Source: an optimization exercise on an open RTL-to-GDS flow (aim: small area and a short achievable clock period). Production flows keep margins and buffers that such runs may drop. Function was checked by simulation only, so behaviour that the tests miss may differ from the original. Power figures rest on the tool's default switching activity, not on a simulated workload.

== build 96 ==
// adress_checker
module adress_checker(
    input clk,
    input rst,
    input [63:0] address,          
    input [63:0] size,             
    input valid,                   
    input [3:0] start,             
    input [3:0] complete,          
    output reg [1:0] dependency    
    );
reg [63:0] address_buffer [0:3];       
reg [63:0] end_plus1_buffer [0:3];     
reg [3:0] end_plus1_top;               
reg [3:0] busy;
reg [3:0] free;      
function lt64;
    input [63:0] x;
    input [63:0] y;
    reg [63:0] g, p;
    integer k, w;
    begin
        g = y & ~x;
        p = y | ~x;
        for (w = 32; w >= 1; w = w / 2)
            for (k = 0; k < w; k = k + 1) begin
                g[k] = g[2*k+1] | (p[2*k+1] & g[2*k]);
                p[k] = p[2*k+1] & p[2*k];
            end
        lt64 = g[0];
    end
endfunction
function [63:0] add64;
    input [63:0] x;
    input [63:0] y;
    reg [63:0] g, p;
    integer k, l, s;
    begin
        g = x & y;
        p = x ^ y;
        for (l = 0; l < 6; l = l + 1) begin
            s = 1 << l;
            for (k = 63; k >= 0; k = k - 1)
                if ((k & s) != 0) begin
                    g[k] = g[k] | (p[k] & g[(k & ~(2*s-1)) + s - 1]);
                    p[k] = p[k] & p[(k & ~(2*s-1)) + s - 1];
                end
        end
        add64 = (x ^ y) ^ {g[62:0], 1'b0};
    end
endfunction
  ...
Size in the first run: about 530 flip-flops.
export LEC_CHECK = 0
export ABC_AREA = 1
export CAP_MARGIN = 20
export CORE_MARGIN = 2
export CORE_UTILIZATION = 60
export CTS_CLUSTER_DIAMETER = 100
export CTS_CLUSTER_SIZE = 25
export SETUP_SLACK_MARGIN = 3.5
export SLEW_MARGIN = 20
export TNS_END_PERCENT = 10
export BUFFER_PORTS_ARGS = -buffer_cell sky130_fd_sc_hd__buf_2
create_clock -name core_clock -period 7.5 [get_ports {clk}]
standard.sh (not shown) runs the stock make flow with config.mk's settings and CLKGATE_MAP_FILE= SYNTH_SCRIPT=/design/flow/synth_recipe.tcl, a recipe that flattens the netlist after the stock synthesis.
==> flow/flow/run.sh <==
#!/bin/bash
# Standard ORFS layout (standard.sh) with two changes:
# - the half/full adder cells are don't-use, so Yosys leaves adder and
#   comparator logic to ABC instead of extracting ha/fa cells;
# - the port buffers that buffer_ports inserts are buf_2 cells.
set -e
cat >> config.mk <<'EOF'
export DONT_USE_CELLS += sky130_fd_sc_hd__ha_1 sky130_fd_sc_hd__ha_2 sky130_fd_sc_hd__ha_4 sky130_fd_sc_hd__fa_1 sky130_fd_sc_hd__fa_2 sky130_fd_sc_hd__fa_4 sky130_fd_sc_hd__fah_1 sky130_fd_sc_hd__fahcin_1 sky130_fd_sc_hd__fahcon_1
export BUFFER_PORTS_ARGS = -buffer_cell sky130_fd_sc_hd__buf_2
EOF
bash standard.sh > standard.log 2>&1
Edits applied to the flow inputs when going from build 96 to build 61:
-- flow/config.mk --
<<< build 96, line 14
export SETUP_SLACK_MARGIN = 3.5
>>> build 61, line 14
export SETUP_SLACK_MARGIN = 3.0
## What came out
- Every stage of the flow completed for build 61, and the final layout passed the timing, design-rule and antenna checks.
- The estimated power of build 61 ends up lower than the estimate for build 96.
- Any difference in placed wire-length estimate after detailed placement between build 61 and build 96 is small enough to ignore.
- From build 96 to build 61 the numbers moved as follows: number of global-route vias before repair decreased about 4.7%; final area fell by about 8%.
The following lists how build 83 was set up differently from build 61:
-- flow/config.mk --
<<< build 61, line 14
export SETUP_SLACK_MARGIN = 3.0
>>> build 83, line 14
export SETUP_SLACK_MARGIN = 3.1
==> notes.md <==
- [compare] base=build 61 new=build 83: first-pass GRT wire length went up 1.0%, fmax went up.
- Build 83 against build 61: fraction of final layout cells with drive strength greater than 1 rose 4.7 points, area growth from synthesis to layout rose 5.5 points.
- Of the two values seen for end of the critical path, dependency[0]$_SDFFE_PN0P_ was produced by build 83 and free[0]$_SDFF_PN1_ by build 61.
- Looking at sum of internal, switching and leakage power across build 61 and build 83, the one that comes out lower is build 61.
- Comparing build 61 and build 83, wire length is higher on build 83.
- Re number of vias in the routed layout: build 61 and build 83 aren't equal, and the higher value belongs to build 83.
- Going from build 61 to build 83, post-route cell area rose by 5.2%, sequential share of layout area went down, critical path buffer and inverter count decreased by 2 relative to the old numbers, buffer count from post-CTS setup fixing moved up.
For build 51, these inputs were changed with respect to build 83:
-- flow/config.mk --
<<< build 83, line 14
export SETUP_SLACK_MARGIN = 3.1
>>> build 51, line 14
export SETUP_SLACK_MARGIN = 3.2
<<< build 83, line 16
export TNS_END_PERCENT = 10
>>> build 51, line 16
export TNS_END_PERCENT = 0
==> notes.md <==
Any difference in worst setup skew after layout between build 51 and build 83 is small enough to ignore.
Total met3 wirelength after detailed routing sits lower in build 51 than in build 83.
Non-clock buffer share of cell area: build 51 vs build 83 down 1.7 points
Build 51 vs build 83 on number of standard cells in the final layout excluding fillers: build 51 is the lower one.
Delay of the slowest critical-path stage: build 51 vs build 83, no meaningful difference
Between build 51 and build 83, it is build 51 whose sequential share of power is higher, by 1.3 points.
Time the final worst path needs with I/O delays and setup on build 51 is behind build 83.
The run showing the smaller global routing usage on met1 is build 83.

========
## middle
Another version of the RTL of adress_checker (not shown whole).
Size in the first run: ~520 flip-flops, ~140 I/O pins, ~28000 um2 of cells after synthesis.
Design adress_checker, start of the top module:
module adress_checker(
    input clk,
    input rst,
    input [63:0] address,          
    input [63:0] size,             
    input valid,                   
    input [3:0] start,             
    input [3:0] complete,          
    output reg [1:0] dependency    
    );
reg [63:0] address_buffer [0:3];
reg [63:0] end_address_buffer [0:3];
reg [3:0] busy;
reg [3:0] free;      
function le64;
    input [63:0] x;
    input [63:0] y;
    reg [63:0] g, p;
    integer k, w;
    begin
        g = y & ~x;
        p = y | ~x;
        g[0] = p[0];                       
        for (w = 32; w >= 1; w = w / 2)
            for (k = 0; k < w; k = k + 1) begin
                g[k] = g[2*k+1] | (p[2*k+1] & g[2*k]);
                p[k] = p[2*k+1] & p[2*k];
            end
        le64 = g[0];
    end
endfunction
function [63:0] addm1;
    input [63:0] x;
    input [63:0] y;
    reg [63:0] u, v, g, p;
    integer k, l, s;
    begin
        u = ~(x ^ y);
  ...
export LEC_CHECK = 0
export ABC_AREA = 1
export CAP_MARGIN = 20
export CORE_MARGIN = 2
export CORE_UTILIZATION = 60
export CTS_CLUSTER_DIAMETER = 100
export CTS_CLUSTER_SIZE = 25
export SETUP_SLACK_MARGIN = 2.2
export SLEW_MARGIN = 20
export TNS_END_PERCENT = 10
export BUFFER_PORTS_ARGS = -buffer_cell sky130_fd_sc_hd__buf_2
create_clock -name core_clock -period 7.5 [get_ports {clk}]
Scripts as last shown in full above: flow/flow/run.sh
For south, these inputs were changed with respect to middle:
--- a/flow/config.mk
+++ b/flow/config.mk
@@ -13,3 +13,3 @@
 export CTS_CLUSTER_SIZE = 25
-export SETUP_SLACK_MARGIN = 2.2
+export SETUP_SLACK_MARGIN = 3.0
 export SLEW_MARGIN = 20
Findings:
In south relative to middle, power density of the placed cells had gone down by a few percent.
Summary of south over middle: sequential share of power went down by 2.0 points, number of antenna-violating nets in the routed design was more or less identical, met1 usage went up by 0.49 points, signal arrival time at the worst endpoint went down by 0.43 ns, count of TritonRoute iterations in the first routing pass went down by 1.
Fmax: south higher than middle

==> re-timing with driven ports <==
How much do the figures lean on ideal ports? The routed layouts below were timed once more, with nothing changed but the port constraints.
Step 1: set_driving_cell puts a clkbuf_16 on clk and a buf_2 on each other input, an assumption about the parent block.
Step 2, shift: input delay + t, output delay - t, t = (earliest + latest rising clock arrival at the registers) / 2. This alone moves slack from input paths to output paths.
Slacks: ideal / step 1 / step 2; pairs: ideal / step 1.
| run | t (ns) | setup WS [ns] | worst setup path after step 2 | latest minus earliest clock arrival (ns) | worst register clock-pin slew, ns |
|---|---|---|---|---|---|
| build 96 | 0.647 | 3.200 / 3.242 / 2.595 | input to register | 0.032 / 0.032 | 0.11 / 0.11 |
| build 61 | 0.659 | 3.020 / 3.061 / 2.402 | input to register | 0.027 / 0.027 | 0.11 / 0.11 |
| build 83 | 0.656 | 3.151 / 3.183 / 2.527 | input to register | 0.030 / 0.030 | 0.11 / 0.11 |
| build 51 | 0.655 | 3.110 / 3.148 / 2.492 | input to register | 0.029 / 0.029 | 0.11 / 0.11 |
| middle | 0.647 | 2.451 / 2.494 / 1.848 | input to register | 0.013 / 0.013 | 0.10 / 0.10 |
| south | 0.647 | 2.865 / 2.906 / 2.258 | input to register | 0.014 / 0.013 | 0.10 / 0.10 |
After both steps setup and hold are still met in every run listed. The setup slack of build 83, which loses most, moves by +0.032 ns with the drivers and by -0.624 ns with both steps.
